What follows belongs to an exercise in optimizing a design on an open flow for small area, a short achievable clock period and few clock cycles per item; a production flow would make more cautious choices.
At most, simulation tests tie the RTL to the original design; equivalence was not proved.
Function not checked in run 2: the RTL went through the layout flow alone.
No activity file was given, so power comes from the tool's default toggle rates.

### design.v
module fpadd (
    clk, reset, start,
    a, b,
    sum,
    done,
    nan
);
    input clk, reset, start;
    input [31:0] a, b;
    output [31:0] sum;
    output done;
    output nan;
    wire        sa = a[31], sb = b[31];
    wire [7:0]  ea = a[30:23], eb = b[30:23];
    wire [22:0] fa = a[22:0], fb = b[22:0];
    wire fa_z = (fa == 23'd0);
    wire fb_z = (fb == 23'd0);
    wire ea_0 = (ea == 8'd0), eb_0 = (eb == 8'd0);
    wire ea_1 = (ea == 8'hff), eb_1 = (eb == 8'hff);
    wire za = ea_0 & fa_z, zb = eb_0 & fb_z;    
    wire ia = ea_1 & fa_z, ib = eb_1 & fb_z;    
    wire na = ea_1 & ~fa_z, nb = eb_1 & ~fb_z;  
    wire is_nan = na | nb;
    wire special = za | zb | ia | ib;
    wire pick_b = za | (~zb & ~ia);
    wire [7:0] ep = ea ^ ~eb;
    wire [7:0] eg = ea & ~eb;
    wire e1_g = eg[1] | (ep[1] & eg[0]);
    wire e1_p = ep[1] & ep[0];
    wire e2_g = eg[3] | (ep[3] & eg[2]);
    wire e2_p = ep[3] & ep[2];
    wire e3_g = eg[5] | (ep[5] & eg[4]);
    wire e3_p = ep[5] & ep[4];
    wire e4_g = eg[7] | (ep[7] & eg[6]);
    wire e4_p = ep[7] & ep[6];
    wire e5_g = eg[2] | (ep[2] & e1_g);
    wire e5_p = ep[2] & e1_p;
    wire e6_g = e2_g | (e2_p & e1_g);
    wire e6_p = e2_p & e1_p;
    wire e7_g = eg[6] | (ep[6] & e3_g);
    wire e7_p = ep[6] & e3_p;
    wire e8_g = e4_g | (e4_p & e3_g);
    wire e8_p = e4_p & e3_p;
    wire e9_g = eg[4] | (ep[4] & e6_g);
    wire e9_p = ep[4] & e6_p;
    wire e10_g = e3_g | (e3_p & e6_g);
    wire e10_p = e3_p & e6_p;
    wire e11_g = e7_g | (e7_p & e6_g);
    wire e11_p = e7_p & e6_p;
    wire e12_g = e8_g | (e8_p & e6_g);
    wire e12_p = e8_p & e6_p;
    wire       ec = e12_g;
    wire       e_lt = ~ec;
    wire       e_eq = e12_p;
    wire [7:0] ecc = {e11_g | (e11_p & ec), e10_g | (e10_p & ec), e9_g | (e9_p & ec), e6_g | (e6_p & ec), e5_g | (e5_p & ec), e1_g | (e1_p & ec), eg[0] | (ep[0] & ec), ec};
    wire [7:0] d = ep ^ ecc ^ {8{e_lt}};
    wire        swap = special ? pick_b : e_lt;
    wire [23:0] mx = swap ? {1'b1, fb} : {1'b1, fa};
    wire [23:0] my = swap ? {1'b1, fa} : {1'b1, fb};
    wire [7:0]  ex = swap ? eb : ea;
    wire        sub = (sa ^ sb) & ~special;
    wire        sx0 = swap ? sb : sa;
    wire kill = special | (d[7:5] != 3'd0);
    wire [23:0] ys = kill ? 24'd0 : (my >> d[4:0]);
    wire        neg = sub & e_eq & (fb < fa);
    wire        sx = sx0 ^ neg;
    wire        cpl = sub & ~neg;
    wire [23:0] xi = mx ^ {24{sub}};
    wire [23:0] p = xi ^ ys;
    wire [23:0] g = xi & ys;
    wire [23:0] pn = p ^ {24{cpl}};
    wire pg13_g = g[0] | (p[0] & neg);
    wire pg14_g = g[2] | (p[2] & g[1]);
    wire pg14_p = p[2] & p[1];
    wire pg15_g = g[4] | (p[4] & g[3]);
    wire pg15_p = p[4] & p[3];
    wire pg16_g = g[6] | (p[6] & g[5]);
    wire pg16_p = p[6] & p[5];
    wire pg17_g = g[8] | (p[8] & g[7]);
    wire pg17_p = p[8] & p[7];
    wire pg18_g = g[10] | (p[10] & g[9]);
    wire pg18_p = p[10] & p[9];
    wire pg19_g = g[12] | (p[12] & g[11]);
    wire pg19_p = p[12] & p[11];
    wire pg20_g = g[14] | (p[14] & g[13]);
    wire pg20_p = p[14] & p[13];
    wire pg21_g = g[16] | (p[16] & g[15]);
    wire pg21_p = p[16] & p[15];
    wire pg22_g = g[18] | (p[18] & g[17]);
    wire pg22_p = p[18] & p[17];
    wire pg23_g = g[20] | (p[20] & g[19]);
    wire pg23_p = p[20] & p[19];
    wire pg24_g = g[22] | (p[22] & g[21]);
    wire pg24_p = p[22] & p[21];
    wire pg25_g = g[1] | (p[1] & pg13_g);
    wire pg26_g = pg14_g | (pg14_p & pg13_g);
    wire pg27_g = g[5] | (p[5] & pg15_g);
    wire pg27_p = p[5] & pg15_p;
    wire pg28_g = pg16_g | (pg16_p & pg15_g);
    wire pg28_p = pg16_p & pg15_p;
    wire pg29_g = g[9] | (p[9] & pg17_g);
    wire pg29_p = p[9] & pg17_p;
    wire pg30_g = pg18_g | (pg18_p & pg17_g);
    wire pg30_p = pg18_p & pg17_p;
    wire pg31_g = g[13] | (p[13] & pg19_g);
    wire pg31_p = p[13] & pg19_p;
    wire pg32_g = pg20_g | (pg20_p & pg19_g);
    wire pg32_p = pg20_p & pg19_p;
    wire pg33_g = g[17] | (p[17] & pg21_g);
    wire pg33_p = p[17] & pg21_p;
    wire pg34_g = pg22_g | (pg22_p & pg21_g);
    wire pg34_p = pg22_p & pg21_p;
    wire pg35_g = g[21] | (p[21] & pg23_g);
    wire pg35_p = p[21] & pg23_p;
    wire pg36_g = pg24_g | (pg24_p & pg23_g);
    wire pg36_p = pg24_p & pg23_p;
    wire pg37_g = g[3] | (p[3] & pg26_g);
    wire pg38_g = pg15_g | (pg15_p & pg26_g);
    wire pg39_g = pg27_g | (pg27_p & pg26_g);
    wire pg40_g = pg28_g | (pg28_p & pg26_g);
    wire pg41_g = g[11] | (p[11] & pg30_g);
    wire pg41_p = p[11] & pg30_p;
    wire pg42_g = pg19_g | (pg19_p & pg30_g);
    wire pg42_p = pg19_p & pg30_p;
    wire pg43_g = pg31_g | (pg31_p & pg30_g);
    wire pg43_p = pg31_p & pg30_p;
    wire pg44_g = pg32_g | (pg32_p & pg30_g);
    wire pg44_p = pg32_p & pg30_p;
    wire pg45_g = g[19] | (p[19] & pg34_g);
    wire pg45_p = p[19] & pg34_p;
    wire pg46_g = pg23_g | (pg23_p & pg34_g);
    wire pg46_p = pg23_p & pg34_p;
    wire pg47_g = pg35_g | (pg35_p & pg34_g);
    wire pg47_p = pg35_p & pg34_p;
    wire pg48_g = pg36_g | (pg36_p & pg34_g);
    wire pg48_p = pg36_p & pg34_p;
    wire pg49_g = g[7] | (p[7] & pg40_g);
    wire pg50_g = pg17_g | (pg17_p & pg40_g);
    wire pg51_g = pg29_g | (pg29_p & pg40_g);
    wire pg52_g = pg30_g | (pg30_p & pg40_g);
    wire pg53_g = pg41_g | (pg41_p & pg40_g);
    wire pg54_g = pg42_g | (pg42_p & pg40_g);
    wire pg55_g = pg43_g | (pg43_p & pg40_g);
    wire pg56_g = pg44_g | (pg44_p & pg40_g);
    wire pg57_g = g[23] | (p[23] & pg48_g);
    wire pg57_p = p[23] & pg48_p;
    wire pg58_g = g[15] | (p[15] & pg56_g);
    wire pg59_g = pg21_g | (pg21_p & pg56_g);
    wire pg60_g = pg33_g | (pg33_p & pg56_g);
    wire pg61_g = pg34_g | (pg34_p & pg56_g);
    wire pg62_g = pg45_g | (pg45_p & pg56_g);
    wire pg63_g = pg46_g | (pg46_p & pg56_g);
    wire pg64_g = pg47_g | (pg47_p & pg56_g);
    wire pg65_g = pg48_g | (pg48_p & pg56_g);
    wire pg66_g = pg57_g | (pg57_p & pg56_g);
    wire [24:0] c = {pg66_g, pg65_g, pg64_g, pg63_g, pg62_g, pg61_g, pg60_g, pg59_g, pg58_g, pg56_g, pg55_g, pg54_g, pg53_g, pg52_g, pg51_g, pg50_g, pg49_g, pg40_g, pg39_g, pg38_g, pg37_g, pg26_g, pg25_g, pg13_g, neg};
    wire [24:0] r = {c[24] & ~sub, pn ^ c[23:0]};
    reg [24:0] r_q;
    reg [7:0]  e_q;      
    reg        s_q;
    reg        nan_q;
    reg        done_q;
    always @(posedge clk) begin
        if (start) begin
            r_q   <= r;
            e_q   <= ex + 8'd1;
            s_q   <= sx;
            nan_q <= is_nan;
        end
        if (reset)
            done_q <= 1'b0;
        else if (start)
            done_q <= 1'b1;
    end
    wire [24:0] m = r_q;
    wire        s_o = s_q;
    reg [4:0] lz;
    integer i;
    always @(*) begin
        lz = 5'd25;
        for (i = 0; i < 25; i = i + 1)
            if (m[i]) lz = 5'd24 - i;
    end
    wire [4:0]  k = nan_q ? 5'd24 : lz;
    wire [24:0] rn = m << k;
    wire        zero = ~rn[24] | nan_q;
    wire [7:0]  en = e_q - {3'd0, k};
    assign sum  = {{9{~zero}} & {s_o, en}, rn[23:1]};
    assign nan  = nan_q;
    assign done = done_q;
endmodule
### flow/run.sh
#!/bin/bash
# The standard layout (the standard.sh, unchanged synthesis), with
# sky130_fd_sc_hd__buf_1 port buffers; timing repair aims at a setup margin of
# 6.75 ns up to clock tree synthesis and 5 ns after global routing.
# Each make run's full output goes to its own log in the work folder.
set -euo pipefail
PB='BUFFER_PORTS_ARGS=-buffer_cell sky130_fd_sc_hd__buf_1'
bash standard.sh "$PB" SETUP_SLACK_MARGIN=6.75  cts > flow_to_cts.log 2>&1
bash standard.sh "$PB" SETUP_SLACK_MARGIN=5  finish > flow_finish.log 2>&1
### standard.sh
#!/bin/bash
# synth_recipe.tcl (not shown) runs the flow's synth.tcl, then flattens the netlist and writes it again
# the make line also repeats each setting of config.mk as NAME=value (left out here)
make -C /OpenROAD-flow-scripts/flow DESIGN_CONFIG=/design/flow/config.mk WORK_HOME=/design/flow/orfs CLKGATE_MAP_FILE= SYNTH_SCRIPT=/design/flow/synth_recipe.tcl "${@:-finish}"
### config.mk
export PLATFORM = sky130hd
export DESIGN_NAME = fpadd
export DESIGN_NICKNAME = fpadd
export VERILOG_FILES = /design/flow/design.v
export SDC_FILE = /design/flow/constraint.sdc
export NUM_CORES = 4
export LEC_CHECK = 0
export ABC_AREA = 1
export CAP_MARGIN = 20
export CORE_MARGIN = 2
export CORE_UTILIZATION = 65
export CTS_BUF_LIST = sky130_fd_sc_hd__clkbuf_4 sky130_fd_sc_hd__clkbuf_8
export SETUP_SLACK_MARGIN = 5
export SLEW_MARGIN = 20
### constraint.sdc
create_clock -name core_clock -period 13.0 [get_ports {clk}]
set_input_delay 2.6000 -clock core_clock [delete_from_list [all_inputs] [get_ports {clk}]]
set_output_delay 2.6000 -clock core_clock [all_outputs]
set_load 0.01 [all_outputs]
==> results of run 1 <==
-- worst max-delay path: cells and delay by family --
kind	cells	cell delay [ns]
xor gates and xnor gates	2	0.38
and+or+nand+nor	19	1.77
AOI/OAI and AO/OA	5	0.96
buffers and inverters	3	0.53
adders and majority gates	2	0.49
-- kinds of logic (layout without fill, tap and decap cells) --
group,after synthesis,in the layout
xor+xnor,81,81
mux,10,10
flops,36,36
buf+inv,182,301
compound gates,220,220
fa+ha+maj,62,62
simple gates,634,636
-- where the power goes --
group          leakage (nW)  internal [mW]  switching, mW
clock network        0.0541         0.0568         0.0458
logic                  3.88          0.329          0.541
registers             0.350          0.183         0.0333
-- cell type report --
type	count	share of cell area
clock inverters	3	0.00477
flip-flops and latches	36	0.120
repair inverters	2	0.00140
inverters	131	0.0585
well taps	140	0.0196
multi-input cells	1009	0.679
repair buffers	160	0.108
clock buffers	5	0.00772
-- what timing repair did --
action,CTS,global route
setup buffers,50,0
endpoints found under the setup margin,30,0
resized for setup,115,0
-- metal layers --
| layer | vias up | track usage | wire length, µm |
|---|---|---|---|
| met5 | - | 0 | 0 |
| met4 | 0 | 0.199 | 1350 |
| met3 | 117 | 0.0384 | 1610 |
| met2 | 447 | 0.660 | 11000 |
| met1 | 3990 | 0.461 | 9330 |
| li1 | 4315 | - | - |
-- metrics by stage --
stage / hold WS, ns / util / std cells / setup slack, ns / area, µm²
2_1_floorplan: 0.503 / - / 1225 / 6.68 / 7480
3_3_place_gp: 0.450 / 0.713 / 1420 / 5.18 / 7830
3_5_place_dp: 0.485 / 0.713 / 1420 / 5.02 / 7830
4_1_cts: 0.502 / 0.812 / 1486 / 6.58 / 8920
5_1_grt: 0.542 / 0.812 / 1486 / 6.00 / 8920
6_report: 0.493 / 0.812 / 1486 / 6.29 / 8920
-- sequential cells by signal (all words and copies together) (netlist names) --
signal,count
r_q,25
e_q,8
done_q,1
nan_q,1
s_q,1
-- path summary, 6_finish.rpt --
check,slack [ns],depth (start not counted),endpoint
worst max-delay path,6.29,31,r_q[12]
worst min-delay path,0.49,2,done_q
worst max register to register,12.42,2,done_q
worst min register to register,0.49,2,done_q
-- cell usage in the layout (no fill, tap or decap), types with 36 or more instances in the layout --
master and n:
xor2_1 71, a21oi_1 37, o21ai_0 78, inv_1 116, buf_4 51, ha_1 51
buf_1 94, nor2_1 99, o21ai_1 36, nand3_1 104, nand2_1 344
==> impl_metrics.tcl, run 1 <==
set metrics [dict create \
    outcome "timing/DRC/antenna clean" \
    max-slew-margin-rel 0.373 \
    core_area_um2 11000 \
    end_kind "flop" \
    max_stage_delay_ns 0.32 \
    synth_compound_area_frac 0.171 \
    synth-edff-count 35 \
    cts_root_buf "clkbuf_8" \
    grt_pass1_wl_mm 39.0 \
    die_height_um 111 \
    clk_pin_slew_ns 0.07 \
    rows 38 \
    place_congestion 0.951 \
    yosys.area_share.simple 0.369 \
    die_x_um 111 \
    vdd_drop_max_mv 0.0810 \
    worstReg2RegStart "done_q" \
    tightest_slew_ns 0.940 \
    period_needed_ns 6.71 \
    grt_pass1_vias 8462 \
    ys_seq_area_frac 0.145 \
    routedWlPerCell_um 15.7 \
    syn_nets 1354 \
    fillers 819 \
    cts_tree "done" \
    drv_cap 0 \
    ys_seq_elements 36 \
    synth_top_cells_by_count "357 x nand2_1, 123 x inv_1, 106 x nand3_1" \
    cts_inserted_buffers 5 \
    max_freq_ghz 0.149 \
    synth-main-ff-cell "edfxtp_1" \
    finalWirelength_mm 23.3 \
    powerDensity_nw_per_um2 133 \
    firstDrtPassIters 6 \
    synthTopCellsByArea "nand2_1 18%, edfxtp_1 14%, ha_1 10%" \
    diodes 0 \
    clockBufferDepth 2 \
    min_path_type "flop to flop" \
    muxShareOfSynthArea 0.0135 \
    num_vias 8869 \
    clock_latency_ns 0.30 \
    grt.total_usage 0.379 \
    crit_path_start "a[29]" \
    syn_area_um2 7390 \
    synth_top_family_by_area "simple AND/OR/NAND/NOR gates" \
    worst_path_max_delay_cell "nor3_4" \
    cp_max_fo 7 \
    yosysMostFrequentCell "nand2_1" \
    area_growth_pct 20.7 \
    dp_hpwl_mm 16.0 \
    register_area_um2 1070 \
    tns_ns 0 \
    die_area_um2 12200 \
    synth_top_cell_by_area "nand2_1" \
    finClkSkew_ns 0 \
    cp-start-kind "input port" \
    grt_max_degree 48 \
    cts_sinks 36 \
    drive_above_1_share 0.138 \
    critPathArrivalTime_ns 6.76 \
    antenna_found_initial 0 \
    synthAdderAreaFrac 0.106 \
    h-tree-depth 2 \
    synth_top_area_frac 0.181 \
    crit_type "input port to flop" \
    syn_inst 1225 \
    drt-initial-drc-count 994 \
    async_reset_ff_frac 0 \
    multi_input_area_um2 6060 \
    synth_xor_area_frac 0.0970 \
    portBuffers 100 \
    ys_types 56 \
    avgViaCountPerCell 5.97 \
    report.final.setup_viol 0 \
    initial_core_util 0.673 \
    final.period_utilization 0.516 \
    drcViolationCount 0 \
    critical_path_required_ns 13.05 \
    io_pins 101 \
    rsz0062_at_grt "no" \
    crit_path_frequent_cell "nand2_1" \
    holdBufCountCts 0 \
    p_leak_nw 4.28 \
    final_hold_viol_count 0 \
    fin_nets 1474 \
    slew_violations 0 \
    p_total_mw 1.19 \
    avgSynthCellArea_um2 6.03 \
    min_from "done_q" \
    ys_warn_count 1 \
    grt_overflow 0 \
    ant_nets 0 \
]
Testbench counts, summed over its fixed seeds: cycles 48,000, items 24,000.
==> run 2: changes to the inputs <==
--- a/design.v
+++ b/design.v
@@ -174,17 +174,18 @@
     end
     wire [24:0] m = r_q;
     wire        s_o = s_q;
-    reg [4:0] lz;
-    integer i;
-    always @(*) begin
-        lz = 5'd25;
-        for (i = 0; i < 25; i = i + 1)
-            if (m[i]) lz = 5'd24 - i;
-    end
-    wire [4:0]  k = nan_q ? 5'd24 : lz;
-    wire [24:0] rn = m << k;
+    wire        k4 = (m[24:9] == 16'd0) | nan_q;
+    wire [24:0] n4 = k4 ? {m[8:0], 16'd0} : m;
+    wire        k3 = (n4[24:17] == 8'd0) | nan_q;
+    wire [24:0] n3 = k3 ? {n4[16:0], 8'd0} : n4;
+    wire        k2 = (n3[24:21] == 4'd0);
+    wire [24:0] n2 = k2 ? {n3[20:0], 4'd0} : n3;
+    wire        k1 = (n2[24:23] == 2'd0);
+    wire [24:0] n1 = k1 ? {n2[22:0], 2'd0} : n2;
+    wire        k0 = ~n1[24];
+    wire [24:0] rn = k0 ? {n1[23:0], 1'b0} : n1;
     wire        zero = ~rn[24] | nan_q;
-    wire [7:0]  en = e_q - {3'd0, k};
+    wire [7:0]  en = e_q - {3'd0, k4, k3, k2, k1, k0};
     assign sum  = {{9{~zero}} & {s_o, en}, rn[23:1]};
     assign nan  = nan_q;
     assign done = done_q;
==> flow/run.sh (replaced) <==
#!/bin/bash
# The standard layout (the standard.sh, unchanged synthesis), with
# sky130_fd_sc_hd__buf_1 port buffers; timing repair aims at a setup margin of
# 6.5 ns up to clock tree synthesis and 5 ns after global routing.
# Each make run's full output goes to its own log in the work folder.
set -euo pipefail
PB='BUFFER_PORTS_ARGS=-buffer_cell sky130_fd_sc_hd__buf_1'
bash standard.sh "$PB" SETUP_SLACK_MARGIN=6.5  cts > flow_to_cts.log 2>&1
bash standard.sh "$PB" SETUP_SLACK_MARGIN=5  finish > flow_finish.log 2>&1
==> impl_metrics.tcl, run 2 <==
set metrics [dict create \
    outcome "timing/DRC/antenna clean" \
    core_area_um2 11400 \
    tightest_slew_ns 0.906 \
    ys_seq_area_frac 0.141 \
    syn_inst 1317 \
    cts_tree "done" \
    drv_cap 0 \
    post_dp_cell_area_um2 7950 \
    finalWirelength_mm 24.8 \
    crit_type "input port to flop" \
    antenna_found_initial 0 \
    grt_pass1_vias 8337 \
    yosysMostFrequentCell "nand2_1" \
    synth-main-ff-cell "edfxtp_1" \
    max-slew-margin-rel 0.396 \
    placed_cells 1514 \
    powerDensity_nw_per_um2 130 \
    final_area_um2 8980 \
    vdd_drop_max_mv 0.110 \
    cp_max_fo 10 \
    worstReg2RegStart "done_q" \
    end_kind "flop" \
    synth_top_cells_by_count "448 x nand2_1, 148 x nand3_1, 144 x inv_1" \
    drive_above_1_share 0.118 \
    die_height_um 112 \
    ys_types 41 \
    synth_top_area_frac 0.222 \
    io_pins 101 \
    rsz0062_at_grt "no" \
    grt_pass1_wl_mm 40.3 \
    max_stage_delay_ns 0.32 \
    final_cell_mix "435 x nand2_1, 145 x nand3_1, 140 x inv_1" \
    cts_root_buf "clkbuf_8" \
    area_growth_pct 18.5 \
    ys_warn_count 1 \
    rrSetupSlack_ns 12.43 \
    fin_cells 1589 \
    drcViolationCount 0 \
    clock_latency_ns 0.30 \
    grt_max_degree 52 \
    syn_area_um2 7580 \
    crit_family "simple AND/OR/NAND/NOR gates" \
    place_congestion 0.982 \
    fin_nets 1573 \
    final_hold_viol_count 0 \
    crit_path_frequent_cell "nor2_1" \
    die_x_um 112 \
    critPathArrivalTime_ns 6.88 \
    synth-edff-count 35 \
    rows 39 \
    ant_nets 0 \
    final.period_utilization 0.524 \
    cp-start-kind "input port" \
    initial_core_util 0.664 \
    cts_sinks 36 \
    final_common_cell "nand2_1" \
    r2r_cells 2 \
    tns_ns 0 \
    largest_reg_flops 25 \
    min_path_cells 2 \
    syn_nets 1445 \
    ys_seq_elements 36 \
    max_freq_ghz 0.147 \
    slew_violations 0 \
    regMostFlops "r_q" \
    async_reset_ff_frac 0 \
    synth_top_cell_by_area "nand2_1" \
    clockBufferDepth 2 \
    clk_pin_slew_ns 0.08 \
    dp_hpwl_mm 17.3 \
    report.final.setup_viol 0 \
    fillers 929 \
    cts_inserted_buffers 5 \
    worst_path_max_delay_cell "o21bai_1" \
    critical_path_required_ns 13.07 \
    firstDrtPassIters 6 \
    whs_endpoint "done_q" \
    period_needed_ns 6.81 \
    diodes 0 \
    pre_cts_ws_ns 4.49 \
    avgSynthCellArea_um2 5.75 \
    avgViaCountPerCell 5.81 \
    finClkSkew_ns 0 \
    portBuffers 100 \
    min_path_type "flop to flop" \
    die_area_um2 12500 \
    drt-initial-drc-count 1133 \
    largestRegisters "r_q (25), e_q (8)" \
    r2r_end "done_q" \
    p_leak_nw 4.62 \
    min_from "done_q" \
    num_vias 9233 \
    setup_slack_ns 6.19 \
    routedWlPerCell_um 15.6 \
    grt_overflow 0 \
    crit_buf_inv 5 \
    synthTopCellsByArea "nand2_1 22%, edfxtp_1 14%, ha_1 9.9%" \
    grt.total_usage 0.393 \
    h-tree-depth 2 \
]
[run 2: per-layer routing]
metal  share of wire  GRT usage  routed length [µm]
met2            0.47      0.673               11600
met4           0.049      0.169                1220
met3           0.077     0.0484                1910
met5               0          0                   0
met1            0.41      0.498               10100
[run 2: repair_timing]
item                                    4_1_cts  5_1_grt
hold buffers                                  0        0
endpoints found under the setup margin       33        0
buffers inserted                             55        0
gates resized for setup                      94        0
[run 2: cell families after synthesis]
family,count (synthesis),synth area share
AND/OR/NAND/NOR,775,0.440
AO/OA/AOI/OAI,162,0.112
buffers and inverters,205,0.113
flip-flops,36,0.141
adder cells (fa/ha/maj),61,0.102
XOR/XNOR,78,0.0911
[run 2: worst max path at each step]
stage | from | endpoint | cells past startpoint
after floorplan | b[24] | r_q[23] | 33
after global placement | b[23] | r_q[23] | 27
after detailed placement | b[23] | r_q[23] | 27
after CTS | r_q[14] | sum[29] | 30
after global routing | b[24] | r_q[23] | 36
final | b[24] | r_q[23] | 30
[run 2: report_power, final]
group          switching (mW)  total [mW]  internal (mW)
logic                   0.562       0.874          0.312
clock network          0.0441       0.101         0.0567
registers              0.0165       0.194          0.177
total                   0.623        1.17          0.546
[run 2: cell type report]
type | instances | area, µm² | share of cell area
clock inverter | 3 | 42.5 | 0.00474
timing repair buffer | 162 | 977 | 0.109
multi-input combinational | 1083 | 6020 | 0.671
sequential | 36 | 1070 | 0.119
inverter | 155 | 604 | 0.0673
timing repair inverter | 2 | 13.8 | 0.00153
tap | 143 | 179 | 0.0199
clock buffer | 5 | 68.8 | 0.00766
[run 2: worst min-delay path: cells and delay by family (launching register included)]
kind	cells	cell delay, ns
simple gates	2	0.12
flops	1	0.34
[run 2: through the flow]
step	util	total power, mW	hold WS [ns]
global placement	0.696	0.918	0.449
floorplan	-	0.768	0.503
CTS	0.786	1.13	0.486
global route	0.786	1.26	0.528
detailed placement	0.696	0.923	0.469
finish	0.786	1.17	0.493

port drivers added, routing unchanged:
No port has a modelled driver above. Below, the same layouts with a new extraction and two added sets of constraints. Step 1 (the two cells are an assumption about what drives the block):
set clk [get_ports {clk}]
set_driving_cell -lib_cell sky130_fd_sc_hd__clkbuf_16 $clk
set_driving_cell -lib_cell sky130_fd_sc_hd__buf_2 [delete_from_list [all_inputs] $clk]
Step 2 times the ports against the registers' clock, not the clock port: input delays grow and output delays shrink by t, the midpoint of the rising clock arrivals with the driver on. a / b / c = ideal ports / drivers / drivers and shift; a / b = the first two.
| run | t, ns | setup WS [ns] | slew at the worst register clock pin (ns) |
|---|---|---|---|
| run 1 | 0.333 | 6.289 / 6.277 / 5.945 | 0.09 / 0.09 |
| run 2 | 0.330 | 6.186 / 6.192 / 5.862 | 0.08 / 0.08 |
After both steps every run listed still meets setup and hold. For run 1, which loses most, drivers alone change the setup slack by -0.012 ns; drivers and shift together by -0.344 ns.
